Background: an optimization exercise with open tools, aiming at small area. Do not read the settings as production practice. Function was checked by simulation only, so behaviour that the tests miss may differ from the original.

==> design.v <==
module converter(
    input clk,
    input rst,
    input [31:0] im,
    input iop,
    output [31:0] result,
    output [7:0] pc1,
    output [7:0] pc2,
    output [7:0] pc3,
    output [7:0] pc4,
    output [7:0] pn5,
    output [7:0] pn6,
    output [7:0] pn7,
    output [7:0] pn8
);
    reg [2:0] ph;        
    reg [26:0] rem;      
    reg [22:0] q;        
    assign result = {9'd0, q};
    function [6:0] pick(input first, input [2:0] p, input [31:0] x);
        begin
            if (first) pick = {3'b000, x[31:28]};
            else case (p)
                3'd1: pick = x[27:21];
                3'd2: pick = x[20:14];
                3'd3: pick = x[13:7];
                default: pick = x[6:0];
            endcase
        end
    endfunction
    wire [6:0] bits = pick(rst, ph, im);
    function [26:0] add(input [26:0] a, input [26:0] b);
        reg c;
        integer k;
        begin
            c = 1'b0;
            for (k = 0; k < 27; k = k + 1) begin
                add[k] = a[k] ^ b[k] ^ c;
                c = (a[k] & b[k]) | (c & (a[k] ^ b[k]));
            end
        end
    endfunction
    function [29:0] step4(input [26:0] r, input [1:0] m, input op);
        reg [2:0] d;
        reg [26:0] a;
        begin
            d = (r[26:23] >= 4'd3) + (r[26:23] >= 4'd6) + (r[26:23] >= 4'd9) + (r[26:23] >= 4'd12);
            a = (op ? 27'd100000 : 27'd62137) * m - 27'd100000000 * d;
            step4 = {d, add({r[24:0], 2'd0}, a)};
        end
    endfunction
    function [30:0] step8(input [26:0] r, input [2:0] m, input op);
        reg [3:0] d;
        reg [26:0] a;
        begin
            d = (r[26:22] >= 5'd3) + (r[26:22] >= 5'd6) + (r[26:22] >= 5'd9) + (r[26:22] >= 5'd12) + (r[26:22] >= 5'd15) + (r[26:22] >= 5'd18) + (r[26:22] >= 5'd21) + (r[26:22] >= 5'd24) + (r[26:22] >= 5'd27);
            a = (op ? 27'd100000 : 27'd62137) * m - 27'd100000000 * d;
            step8 = {d, add({r[23:0], 3'd0}, a)};
        end
    endfunction
    function [36:0] steps(input [26:0] r0, input [6:0] x, input op);
        reg [26:0] r;
        reg [3:0] d0;
        reg [2:0] d1;
        reg [2:0] d2;
        begin
            r = r0;
            {d0, r} = step8(r, x[6:4], op);
            {d1, r} = step4(r, x[3:2], op);
            {d2, r} = step4(r, x[1:0], op);
            steps = {d0, d1, d2, r};
        end
    endfunction
    wire [26:0] r;
    wire [3:0] d0;
    wire [2:0] d1;
    wire [2:0] d2;
    assign {d0, d1, d2, r} = steps(rst ? 27'd0 : rem, bits, iop);
    wire last = !rst && ph == 3'd4;
    wire corr = last && (iop ? (r >= 27'd100000000) : (r >= 27'd50000000));
    wire [7:0] s = ({5'd0, d0} << 4) + ({5'd0, d1} << 2) + ({5'd0, d2} << 0) + corr;
    function [15:0] inc(input [15:0] x, input c0);
        reg c;
        integer k;
        begin
            c = c0;
            for (k = 0; k < 16; k = k + 1) begin
                inc[k] = x[k] ^ c;
                c = c & x[k];
            end
        end
    endfunction
    wire [15:0] qhi = inc(q[15:0], s[7]);
    always @(posedge clk) begin
        if (rst) ph <= 3'd1;
        else if (ph != 3'd5) ph <= ph + 3'd1;
        rem <= r;
        if (ph != 3'd5) q <= {qhi, s[6:0]};
    end
    drawBits resultado(.v(q[13:0]), .s1(pc1), .s2(pc2), .s3(pc3), .s4(pc4));
    drawBits numero(.v(im[13:0]), .s1(pn5), .s2(pn6), .s3(pn7), .s4(pn8));
endmodule
module drawBits(
    input [13:0] v,
    output [7:0] s1,
    output [7:0] s2,
    output [7:0] s3,
    output [7:0] s4
);
    function [3:0] add3(input [3:0] x);
        case (x)
            4'd5: add3 = 4'd8;
            4'd6: add3 = 4'd9;
            4'd7: add3 = 4'd10;
            4'd8: add3 = 4'd11;
            4'd9: add3 = 4'd12;
            default: add3 = x;
        endcase
    endfunction
    function [19:0] dd(input [13:0] x);
        integer i;
        begin
            dd = 20'd0;
            for (i = 13; i >= 0; i = i - 1) begin
                dd[3:0] = add3(dd[3:0]);
                dd[7:4] = add3(dd[7:4]);
                dd[11:8] = add3(dd[11:8]);
                dd[15:12] = add3(dd[15:12]);
                dd = {dd[18:0], x[i]};
            end
        end
    endfunction
    wire [19:0] b = dd(v);
    wire [7:0] t1;
    dTB a(.d(b[15:12]), .s(t1));
    dTB c(.d(b[11:8]), .s(s2));
    dTB e(.d(b[7:4]), .s(s3));
    dTB f(.d(b[3:0]), .s(s4));
    assign s1 = b[16] ? 8'd0 : t1;   
endmodule
module dTB(
    input [3:0] d,
    output [7:0] s
);
    function [7:0] seg(input [3:0] x);
        case (x)
            4'd0: seg = 8'b11111100;
            4'd1: seg = 8'b01100000;
            4'd2: seg = 8'b11011010;
            4'd3: seg = 8'b11110010;
            4'd4: seg = 8'b01100110;
            4'd5: seg = 8'b10110110;
            4'd6: seg = 8'b00111110;
            4'd7: seg = 8'b11100000;
            4'd8: seg = 8'b11111110;
            4'd9: seg = 8'b11100110;
            default: seg = 8'b00000000;
        endcase
    endfunction
    assign s = seg(d);
endmodule
==> flow/run.sh <==
#!/bin/bash
# Own layout flow: the standard ORFS flow, with an area-oriented ABC script
# for synthesis (no buffering/upsizing, no full-adder extraction) and small
# buffers on the ports. Each tool's full log stays under orfs/logs/; make's own
# output goes to flow_make.log in the work folder.
set -euo pipefail
W=$(pwd)
rm -rf "$W/myscripts"
cp -r "$FLOW_HOME/scripts" "$W/myscripts"
cp "$W/flow/abc_area.script" "$W/myscripts/abc_area.script"
bash "$W/standard.sh" \
    SCRIPTS_DIR="$W/myscripts" \
    ADDER_MAP_FILE= \
    ABC_AREA=1 \
    "BUFFER_PORTS_ARGS=-buffer_cell sky130_fd_sc_hd__buf_1" \
    finish > "$W/flow_make.log" 2>&1
==> flow/abc_area.script <==
strash
&get -n
&deepsyn -T 20
&put
dch -f
amap
strash
&get -n
&deepsyn -T 20
&put
dch -f
amap -m
topo
==> standard.sh <==
#!/bin/bash
# synth_recipe.tcl (not shown) runs the flow's synth.tcl, then flattens the netlist and writes it again
# the make line also repeats each setting of config.mk as NAME=value (left out here)
make -C /OpenROAD-flow-scripts/flow DESIGN_CONFIG=/design/flow/config.mk WORK_HOME=/design/flow/orfs CLKGATE_MAP_FILE= SYNTH_SCRIPT=/design/flow/synth_recipe.tcl "${@:-finish}"
==> config.mk <==
export PLATFORM = sky130hd
export DESIGN_NAME = converter
export DESIGN_NICKNAME = converter
export VERILOG_FILES = /design/flow/design.v
export SDC_FILE = /design/flow/constraint.sdc
export NUM_CORES = 4
export LEC_CHECK = 0
export ABC_AREA = 1
export CAP_MARGIN = 20
export CORE_MARGIN = 2
export CORE_UTILIZATION = 40
export CTS_BUF_LIST = sky130_fd_sc_hd__clkbuf_8
export CTS_CLUSTER_SIZE = 6
export SLEW_MARGIN = 20
==> constraint.sdc <==
create_clock -name core_clock -period 90.0 [get_ports {clk}]
set_input_delay 18.0000 -clock core_clock [delete_from_list [all_inputs] [get_ports {clk}]]
set_output_delay 18.0000 -clock core_clock [all_outputs]
set_load 0.01 [all_outputs]
==> results_dict.tcl, run 1 <==
set metrics [dict create \
    cts_sinks 53 \
    worstPathRequired_ns 72.00 \
    yosys.area_share.simple 0.329 \
    drt_iter0_drc 458 \
    boundaryPins 131 \
    rsz0062_at_grt "false" \
    syn_inst 1514 \
    drive_gt1_frac 0.00733 \
    hpwl_um 19900 \
    ff2ff_setup_slack_ns 62.78 \
    end_kind "output pin" \
    worstHoldStart "ph[0]" \
    holdWs_ns 0.445 \
    synthAdderAreaFrac 0 \
    grt_max_degree 24 \
    dr.pass1.iters 5 \
    slew_violations 0 \
    cts_buffer_depth 2 \
    cp_top_family "compound AO/OA/AOI/OAI gates" \
    hp-class "reg2reg" \
    synth.top_cell.area_share 0.178 \
    final_cells 1908 \
    wl_um 23500 \
    finalSetupTns_ns 0 \
    fin_crit_sh 0.513 \
    utilization 0.447 \
    netlist_area_mm2 0.00823 \
    synth.avg_cell_area_um2 5.44 \
    critPathLaunchType "input pin" \
    dieArea_mm2 0.0217 \
    row_count 52 \
    crit_arrival_ns 28.17 \
    grt_pass1_wl_um 38200 \
    num_antenna_cells 0 \
    synth-compound-area-share 0.420 \
    synthXorXnorAreaFrac 0.00106 \
    outcome "finished clean" \
    period_needed_ns 46.17 \
    hold_viol 0 \
    cts_root_buf "clkbuf_8" \
    holdPathStages 1 \
    yosysTopAreaCell "nor2_1" \
    worstSkewPairLatency_ns 0.34 \
    worst_pin_slew_ns 0.836 \
    yosys_most_used_dff "dfxtp_1" \
    drcViolationCount 0 \
    die_h_um 147 \
    synth.distinct_cells 39 \
    synth_top_cells_by_count "nor2_1, o21ai_0, nand2_1, a21oi_1, clkinv_1" \
    ys_warn_count 3 \
    fmax_mhz 21.7 \
    setup_slack_ns 43.83 \
    core_area_mm2 0.0202 \
    cts_hold_buffers 0 \
    finalClockSkew_ns 0.0118 \
    crit_path_max_fanout 8 \
    slew-limit-headroom 0.439 \
    grt_pass1_vias 8479 \
    globalRouteTotalUtil 0.211 \
    clkTransAtPathRegs_ns 0.10 \
    async_flop_share 0 \
    syn_to_final_growth_pct 9.96 \
    cts_tree "done" \
    postRouteAntennaNets 0 \
    yosys_register_bits 53 \
    ys_seq_area_frac 0.157 \
    cts.repair.resized 0 \
    place_ws_ns 44.02 \
    hold_end "ph[0]" \
    r2r_start "ph[0]" \
    place_congestion 0.883 \
    synth.area.mux_share 0 \
    synth_edf_count 23 \
    worstSetupPathType "in2out" \
    nNetsFinal 1672 \
    dp.cells 1900 \
    drv_cap 0 \
    synth_area_leaders "nor2_1, o21ai_0, a21oi_1, nand2_1, edfxtp_1" \
    r2r_end "q[22]" \
    vias 9966 \
    fin_area_mm2 0.00905 \
    r2r.worst_path.cells 157 \
    initial_core_util 0.407 \
    crit_slowest_cell "o21ai_0" \
    yosysMostFrequentCell "nor2_1" \
    path_buf_inv 15 \
    post_cts_buffers 0 \
    grt_overflow 0 \
    port_buffers 113 \
    routedWlPerCell_um 12.3 \
    htree_levels 2 \
    dpl-instance-area_mm2 0.00895 \
    slowest_delay_ns 0.63 \
    setup_violations 0 \
    die_w_um 147 \
    cts_made_buffers 5 \
    via_per_inst 5.22 \
    synth_top_family_by_area "compound AO/OA/AOI/OAI gates" \
    antenna_found_initial 0 \
    crit_top_cell "nor2_1" \
]
[placed cells by master (no fill, tap or decap), types with 24 or more instances in the layout]
master / n
nor2_1: 391
o21ai_0: 227
nand2_1: 197
a21oi_1: 172
clkinv_1: 170
buf_1: 113
o21a_1: 58
o22ai_1: 55
dfxtp_1: 30
a21o_1: 24
[cell families (layout without fill, tap and decap cells)]
kind of cell,count (synthesis),in the layout
other,1,17
AO/OA/AOI/OAI,602,602
XOR/XNOR,1,1
flip-flops,53,53
AND/OR/NAND/NOR,670,670
buffers and inverters,187,295
[registers in the layout (all words and copies together), names as in the netlist]
register	flops
q	23
rem	27
ph	3
[per-layer routing]
metal	global-route usage	routed length, um
met5	0	0
met4	0.0596	558
met3	0.0225	978
met2	0.369	10800
met1	0.277	11100
[final cells by class]
type / count / area (um2)
clock buffer: 5 / 68.8
clock inverter: 3 / 26.3
inverter: 170 / 638
fill: 2261 / 11200
sequential: 53 / 1290
tap: 270 / 338
multi-input combinational: 1290 / 6230
timing repair buffer: 117 / 454
[worst register-to-register path, delay by kind of cell, from the launching register on]
kind,cells,cell delay [ns]
AO/OA/AOI/OAI,55,11.07
buffers and inverters,15,3.21
AND/OR/NAND/NOR,87,12.39
flip-flops,1,0.39
[worst max-delay path by stage]
stage / depth (start not counted) / end / start
after floorplan: 57 / pn8[5] / im[13]
after CTS: 59 / pn8[5] / im[13]
after global placement: 59 / pn8[5] / im[13]
after global routing: 158 / q[22] / rst
final: 59 / pn8[5] / im[13]
after detailed placement: 59 / pn8[5] / im[13]
==> run 2, diff against run 1 <==
--- a/config.mk
+++ b/config.mk
@@ -11,4 +11,3 @@
 export CORE_UTILIZATION = 40
-export CTS_BUF_LIST = sky130_fd_sc_hd__clkbuf_8
-export CTS_CLUSTER_SIZE = 6
+export CTS_BUF_LIST = sky130_fd_sc_hd__clkbuf_16
 export SLEW_MARGIN = 20
==> results_dict.tcl, run 2 <==
set metrics [dict create \
    outcome "finished clean" \
    synthXorXnorAreaFrac 0.00106 \
    wl_met3_um 891 \
    crit_slowest_cell "o21ai_0" \
    period_needed_ns 46.18 \
    clkTransAtPathRegs_ns 0.07 \
    cts.repair.resized 0 \
    r2r_start "ph[0]" \
    post_cts_buffers 0 \
    final_common_cell "nor2_1" \
    drcViolationCount 0 \
    synthAdderAreaFrac 0 \
    yosysMostFrequentCell "nor2_1" \
    r2r_end "q[22]" \
    reg_top3 "rem x27, q x23, ph x3" \
    fin_crit_sh 0.513 \
    htree_levels 2 \
    hold_viol 0 \
    dpl-instance-area_mm2 0.00895 \
    grt_max_degree 24 \
    cts_hold_buffers 0 \
    synth_top_family_by_area "compound AO/OA/AOI/OAI gates" \
    ys_warn_count 3 \
    r2r.worst_path.cells 157 \
    synth_area_leaders "nor2_1, o21ai_0, a21oi_1, nand2_1, edfxtp_1" \
    routedWlPerCell_um 12.3 \
    cts_buffer_depth 2 \
    postRouteAntennaNets 0 \
    crit_arrival_ns 28.18 \
    wl_um 23500 \
    slew_violations 0 \
    drive_gt1_frac 0.00733 \
    dieArea_mm2 0.0217 \
    fin_area_mm2 0.00911 \
    holdWs_ns 0.438 \
    place_ws_ns 44.02 \
    vias 9977 \
    hpwl_um 19900 \
    cts_made_buffers 5 \
    highest_layer "met4" \
    wl_met1_um 11100 \
    synth.distinct_cells 39 \
    grt_pass1_vias 8505 \
    utilization 0.450 \
    yosys_register_bits 53 \
    drv_cap 0 \
    die_w_um 147 \
    setup_slack_ns 43.82 \
    async_flop_share 0 \
    grt_pass1_wl_um 38400 \
    worstHoldStart "ph[0]" \
    yosysTopAreaCell "nor2_1" \
    hp-class "reg2reg" \
    port_buffers 113 \
    critPathLaunchType "input pin" \
    initial_core_util 0.407 \
    row_count 52 \
    largest_register_ffs 27 \
    grt_overflow 0 \
    synth.top_cell.area_share 0.178 \
    dp.cells 1900 \
    ys_seq_area_frac 0.157 \
    via_per_inst 5.23 \
    worstSetupPathType "in2out" \
    drt_iter0_drc 450 \
    fmax_mhz 21.7 \
    globalRouteTotalUtil 0.212 \
    crit_top_cell "nor2_1" \
    yosys.area_share.simple 0.329 \
    synth_top_cells_by_count "nor2_1, o21ai_0, nand2_1, a21oi_1, clkinv_1" \
    num_antenna_cells 0 \
    slowest_delay_ns 0.63 \
    syn_inst 1514 \
    hold_end "ph[0]" \
    ff2ff_setup_slack_ns 62.82 \
    finalSetupTns_ns 0 \
    nNetsFinal 1672 \
    synth.avg_cell_area_um2 5.44 \
    mostFrequentLayoutCells "nor2_1, o21ai_0, nand2_1" \
    end_kind "output pin" \
    worstSkewPairLatency_ns 0.31 \
    place_congestion 0.883 \
    crit_path_max_fanout 8 \
    synth.area.mux_share 0 \
    worstPathRequired_ns 72.00 \
    yosys_most_used_dff "dfxtp_1" \
    cts_tree "done" \
    cts_sinks 53 \
    synth_edf_count 23 \
    setup_violations 0 \
    worst_pin_slew_ns 0.842 \
    synth-compound-area-share 0.420 \
    core_area_mm2 0.0202 \
    syn_to_final_growth_pct 10.6 \
    holdPathStages 1 \
    largest_register "rem" \
    netlist_area_mm2 0.00823 \
    antenna_found_initial 0 \
    rsz0062_at_grt "false" \
    finalClockSkew_ns 0.0109 \
    fill_cells 2250 \
    die_h_um 147 \
    slew-limit-headroom 0.435 \
    boundaryPins 131 \
    wl_met2_um 11000 \
    dr.pass1.iters 5 \
    final_cells 1908 \
    cts_root_buf "clkbuf_16" \
]
[run 2: cell type report]
cell class | instances | area, um2 | area share
Tap cell | 270 | 338 | 0.0371
Timing Repair Buffer | 117 | 454 | 0.0499
Sequential cell | 53 | 1290 | 0.142
Clock buffer | 5 | 125 | 0.0137
Clock inverter | 3 | 26.3 | 0.00289
Inverter | 170 | 638 | 0.0701
Multi-Input combinational cell | 1290 | 6230 | 0.685
[run 2: critical path, delay by kind of cell]
| family | cells | cell delay, ns |
|---|---|---|
| AOI/OAI and AO/OA | 21 | 4.74 |
| and+or+nand+nor | 23 | 3.35 |
| buffers and inverters | 15 | 2.10 |
[run 2: worst max path at each step]
| stage | startpoint | end | slack [ns] | cells past startpoint |
|---|---|---|---|---|
| finish | im[13] | pn8[5] | 43.82 | 59 |
| global route | rst | q[22] | 41.73 | 158 |
| CTS | im[13] | pn8[5] | 43.95 | 59 |
| detailed placement | im[13] | pn8[5] | 44.02 | 59 |
| global placement | im[13] | pn8[5] | 44.46 | 59 |
| floorplan | im[13] | pn8[5] | 45.69 | 57 |
[run 2: layer usage]
metal,vias to the layer above,GRT usage
met4,0,0.0567
met5,-,0
met2,203,0.373
met3,27,0.0219
li1,5496,-
met1,4251,0.278
[run 2: cells by family after synthesis]
kind of cell	after synthesis
xor+xnor	1
buf+inv	187
simple gates	670
other cells	1
compound gates	602
flops	53
==> run 3, diff against run 2 <==
--- a/design.v
+++ b/design.v
@@ -60,3 +60,3 @@
     endfunction
-    function [36:0] steps(input [26:0] r0, input [6:0] x, input op);
+    function [36:0] steps(input [26:0] r0, input [6:0] x, input op, input first);
         reg [26:0] r;
@@ -68,2 +68,3 @@
             {d0, r} = step8(r, x[6:4], op);
+            if (first) begin d0 = 4'd0; r = 27'd0; end
             {d1, r} = step4(r, x[3:2], op);
@@ -77,3 +78,3 @@
     wire [2:0] d2;
-    assign {d0, d1, d2, r} = steps(rst ? 27'd0 : rem, bits, iop);
+    assign {d0, d1, d2, r} = steps(rem, bits, iop, rst);
     wire last = !rst && ph == 3'd4;
--- a/config.mk
+++ b/config.mk
@@ -12,2 +12,4 @@
 export CTS_BUF_LIST = sky130_fd_sc_hd__clkbuf_16
+export CTS_CLUSTER_DIAMETER = 200
+export CTS_CLUSTER_SIZE = 30
 export SLEW_MARGIN = 20
==> results_dict.tcl, run 3 <==
set metrics [dict create \
    synth.avg_cell_area_um2 5.47 \
    crit_top_cell "nor2_1" \
    worstPathRequired_ns 72.00 \
    async_flop_share 0 \
    critPathLaunchType "input pin" \
    routedWlPerCell_um 12.7 \
    hpwl_um 19800 \
    cts_sinks 53 \
    fill_cells 2176 \
    crit_slowest_cell "o21ai_0" \
    place_congestion 0.892 \
    cts_buffer_depth 2 \
    worstHoldStart "ph[0]" \
    r2r_start "rem[25]" \
    die_h_um 146 \
    grt_max_degree 34 \
    synth_edf_count 23 \
    postRouteAntennaNets 0 \
    fin_crit_sh 0.514 \
    end_kind "output pin" \
    dr.pass1.iters 5 \
    die_w_um 146 \
    cts_root_buf "clkbuf_16" \
    drive_gt1_frac 0.00812 \
    cts_made_buffers 5 \
    htree_levels 2 \
    cts.repair.resized 0 \
    netlist_area_mm2 0.00808 \
    rsz0062_at_grt "false" \
    num_antenna_cells 0 \
    synth-compound-area-share 0.429 \
    drt_iter0_drc 526 \
    ff2ff_setup_slack_ns 63.69 \
    finalSetupTns_ns 0 \
    slowest_delay_ns 0.64 \
    utilization 0.456 \
    synth.distinct_cells 42 \
    largest_register_ffs 27 \
    vias 9880 \
    clkTransAtPathRegs_ns 0.07 \
    grt_pass1_wl_um 39100 \
    slew_violations 0 \
    drv_cap 0 \
    grt_pass1_vias 8455 \
    reg_top3 "rem x27, q x23, ph x3" \
    synthXorXnorAreaFrac 0.00108 \
    yosys_most_used_dff "dfxtp_1" \
    synth.area.mux_share 0 \
    syn_to_final_growth_pct 10.9 \
    nNetsFinal 1635 \
    boundaryPins 131 \
    yosys.area_share.simple 0.319 \
    dieArea_mm2 0.0213 \
    globalRouteTotalUtil 0.218 \
    syn_inst 1476 \
    critPathLaunch "im[13]" \
    hold_viol 0 \
    multi_input_area_mm2 0.00611 \
    seqCellArea_mm2 0.00129 \
    slew-limit-headroom 0.464 \
    synth_area_leaders "nor2_1, o21ai_0, a21oi_1, nand2_1, edfxtp_1" \
    synth_top_family_by_area "compound AO/OA/AOI/OAI gates" \
    crit_arrival_ns 28.23 \
    yosysTopAreaCell "nor2_1" \
    yosysMostFrequentCell "nor2_1" \
    ys_warn_count 3 \
    yosys_register_bits 53 \
    synth.top_cell.area_share 0.181 \
    setup_violations 0 \
    worstSkewPairLatency_ns 0.32 \
    crit_path_max_fanout 9 \
    core_area_mm2 0.0197 \
    finalClockSkew_ns 0.0169 \
    worst_pin_slew_ns 0.795 \
    initial_core_util 0.411 \
    period_needed_ns 46.23 \
    drcViolationCount 0 \
    via_per_inst 5.29 \
    port_buffers 113 \
    synthAdderAreaFrac 0 \
    post_cts_buffers 0 \
    outcome "finished clean" \
    antenna_found_initial 0 \
    worstSetupPathType "in2out" \
    row_count 51 \
    mostFrequentLayoutCells "nor2_1, o21ai_0, nand2_1" \
    grt_overflow 0 \
    largest_register "rem" \
    final_common_cell "nor2_1" \
    cts_hold_buffers 0 \
    synth_top_cells_by_count "nor2_1, o21ai_0, nand2_1, a21oi_1, clkinv_1" \
    ys_seq_area_frac 0.160 \
    wl_um 23700 \
    hp-class "reg2reg" \
    cts_tree "done" \
    fmax_mhz 21.6 \
]
[run 3: cell count changes after synthesis, moves of 8 or more]
cell	delta
clkinv_1	-8
nand2_1	-8
a21oi_1	+10
nor2b_1	-9
a211o_1	+8
o21ai_0	-27
or2_0	-11
[run 3: worst max-delay path: cells and delay by family]
family                 cells  cell delay (ns)
AOI/OAI and AO/OA         24             5.00
and+or+nand+nor           22             3.58
buffers and inverters     10             1.67
[run 3: cell type report]
type                            count  area share
Inverter                          162      0.0679
Sequential cell                    53       0.144
Clock inverter                      3     0.00321
Tap cell                          265      0.0370
Timing Repair Buffer              118      0.0516
Clock buffer                        5      0.0140
Multi-Input combinational cell   1260       0.682
[run 3: final timing paths]
check | endpoint | cells past startpoint
worst max-delay path | pn8[5] | 56
worst min-delay path | ph[0] | 1
worst max register to register | q[22] | 157
worst min register to register | ph[0] | 1
[run 3: metrics by stage]
step	area [um2]	hold WS [ns]	cells	setup slack (ns)
floorplan	8140	0.385	1492	45.62
global placement	8800	0.402	1858	44.57
detailed placement	8800	0.402	1858	44.00
CTS	8960	0.419	1866	43.94
global route	8960	0.442	1866	42.27
finish	8960	0.420	1866	43.77
[run 3: kinds of logic (layout without fill, tap and decap cells)]
family,Yosys count,in the layout
and+or+nand+nor,647,647
AOI/OAI and AO/OA,595,595
buffers and inverters,179,288
DFF,53,53
other,1,17
xor gates and xnor gates,1,1
[run 3: routing by layer]
| metal | share of wire | vias to the layer above | track usage |
|---|---|---|---|
| met5 | 0 | - | 0 |
| met1 | 0.49 | 4234 | 0.301 |
| met3 | 0.050 | 23 | 0.0250 |
| li1 | - | 5409 | - |
| met2 | 0.44 | 214 | 0.366 |
| met4 | 0.016 | 0 | 0.0510 |
==> run 4, diff against run 3 <==
--- a/config.mk
+++ b/config.mk
@@ -12,4 +12,2 @@
 export CTS_BUF_LIST = sky130_fd_sc_hd__clkbuf_16
-export CTS_CLUSTER_DIAMETER = 200
-export CTS_CLUSTER_SIZE = 30
 export SLEW_MARGIN = 20
==> results_dict.tcl, run 4 <==
set metrics [dict create \
    drive_gt1_frac 0.00812 \
    period_needed_ns 46.23 \
    hold_viol 0 \
    synth_area_leaders "nor2_1, o21ai_0, a21oi_1, nand2_1, edfxtp_1" \
    critPathLaunchType "input pin" \
    grt_pass1_wl_um 39100 \
    dp.cells 1858 \
    synth.distinct_cells 42 \
    worstSetupPathType "in2out" \
    drt_iter0_drc 526 \
    crit_arrival_ns 28.23 \
    worstPathRequired_ns 72.00 \
    cts_root_buf "clkbuf_16" \
    place_congestion 0.892 \
    grt_pass1_vias 8455 \
    htree_levels 2 \
    via_per_inst 5.29 \
    setup_slack_ns 43.77 \
    vias 9880 \
    initial_core_util 0.411 \
    nNetsFinal 1635 \
    yosysMostFrequentCell "nor2_1" \
    globalRouteTotalUtil 0.218 \
    cts_tree "done" \
    largest_register "rem" \
    reg_top3 "rem x27, q x23, ph x3" \
    clkTransAtPathRegs_ns 0.07 \
    ys_seq_area_frac 0.160 \
    finalClockSkew_ns 0.0169 \
    fill_cells 2176 \
    yosys_register_bits 53 \
    mostFrequentLayoutCells "nor2_1, o21ai_0, nand2_1" \
    die_h_um 146 \
    wl_um 23700 \
    fin_crit_sh 0.514 \
    dr.pass1.iters 5 \
    post_cts_buffers 0 \
    rsz0062_at_grt "false" \
    grt_overflow 0 \
    row_count 51 \
    async_flop_share 0 \
    drcViolationCount 0 \
    die_w_um 146 \
    syn_to_final_growth_pct 10.9 \
    drv_cap 0 \
    netlist_area_mm2 0.00808 \
    outcome "finished clean" \
    yosys_most_used_dff "dfxtp_1" \
    final_cells 1866 \
    crit_path_max_fanout 9 \
    ys_warn_count 3 \
    port_buffers 113 \
    synth.avg_cell_area_um2 5.47 \
    boundaryPins 131 \
    worstSkewPairLatency_ns 0.32 \
    num_antenna_cells 0 \
    place_ws_ns 44.00 \
    antenna_found_initial 0 \
    cts_sinks 53 \
    syn_inst 1476 \
    end_kind "output pin" \
    yosysTopAreaCell "nor2_1" \
    cts_hold_buffers 0 \
    slew_violations 0 \
    cts.repair.resized 0 \
    slowest_delay_ns 0.64 \
    finalSetupTns_ns 0 \
    core_area_mm2 0.0197 \
    grt_max_degree 34 \
    dieArea_mm2 0.0213 \
    crit_top_cell "nor2_1" \
    synth_top_cells_by_count "nor2_1, o21ai_0, nand2_1, a21oi_1, clkinv_1" \
    synth.top_cell.area_share 0.181 \
    routedWlPerCell_um 12.7 \
    final_common_cell "nor2_1" \
    synth_edf_count 23 \
    slew-limit-headroom 0.464 \
    cts_made_buffers 5 \
    fmax_mhz 21.6 \
    postRouteAntennaNets 0 \
    hpwl_um 19800 \
    crit_slowest_cell "o21ai_0" \
    worst_pin_slew_ns 0.795 \
    largest_register_ffs 27 \
    cts_buffer_depth 2 \
    setup_violations 0 \
    dpl-instance-area_mm2 0.00880 \
    hp-class "reg2reg" \
    fin_area_mm2 0.00896 \
]
==> run 4: area by class of cell <==
| class | count | area [um2] | area share |
|---|---|---|---|
| flip-flops and latches | 53 | 1290 | 0.144 |
| repair buffers | 118 | 462 | 0.0516 |
| clock buffers | 5 | 125 | 0.0140 |
| inverters | 162 | 608 | 0.0679 |
| multi-input cells | 1260 | 6110 | 0.682 |
| well taps | 265 | 332 | 0.0370 |
| clock inverters | 3 | 28.8 | 0.00321 |
==> run 4: final timing paths <==
check | endpoint | cells past startpoint | slack (ns) | startpoint
worst max register to register | q[22] | 157 | 63.69 | rem[25]
worst min register to register | ph[0] | 1 | 0.42 | ph[0]
worst max-delay path | pn8[5] | 56 | 43.77 | im[13]
worst min-delay path | ph[0] | 1 | 0.42 | ph[0]
==> run 4: per-stage QoR <==
stage	hold WS (ns)	utilization
floorplan	0.385	-
CTS	0.419	0.456
finish	0.420	0.456
detailed placement	0.402	0.448
global route	0.442	0.456
global placement	0.402	0.448
==> run 4: kinds of logic after synthesis <==
family | synth area share
flops | 0.160
buf+inv | 0.0911
other cells | 0.000464
xor+xnor | 0.00108
compound gates | 0.429
simple gates | 0.319
==> run 4: layer usage <==
| layer | wire [um] | global-route usage | vias up | part of all wire |
|---|---|---|---|---|
| met3 | 1190 | 0.0250 | 23 | 0.050 |
| met2 | 10500 | 0.366 | 214 | 0.44 |
| li1 | - | - | 5409 | - |
| met4 | 376 | 0.0510 | 0 | 0.016 |
| met1 | 11600 | 0.301 | 4234 | 0.49 |
| met5 | 0 | 0 | - | 0 |
==> run 4: critical path, delay by kind of cell <==
kind / cells / cell delay [ns]
AOI/OAI and AO/OA: 24 / 5.00
buffers and inverters: 10 / 1.67
and+or+nand+nor: 22 / 3.58

[afterwards: timing with drivers on the ports]
The flow's constraints put no driver on any port. The routed layouts listed below were extracted and timed again, unchanged, in two steps.
Step 1 assumes that a clkbuf_16 drives the clock port and a buf_2 every other input.
Step 2 times the ports against the registers' clock, not the clock port: input delays grow and output delays shrink by t, the midpoint of the rising clock arrivals with the driver on.
Slacks: ideal ports / drivers / drivers and shift; pairs: ideal ports / drivers.
| run | t (ns) | setup slack, ns | slew at the worst register clock pin (ns) | worst data-port slew with drivers (ns) |
|---|---|---|---|---|
| run 1 | 0.371 | 43.827 / 43.806 / 43.806 | 0.11 / 0.11 | 0.05 |
| run 2 | 0.349 | 43.825 / 43.803 / 43.803 | 0.08 / 0.08 | 0.05 |
| run 3 | 0.356 | 43.771 / 43.745 / 43.745 | 0.09 / 0.09 | 0.04 |
| run 4 | 0.356 | 43.771 / 43.745 / 43.745 | 0.09 / 0.09 | 0.04 |
After both steps every run listed still meets setup and hold.
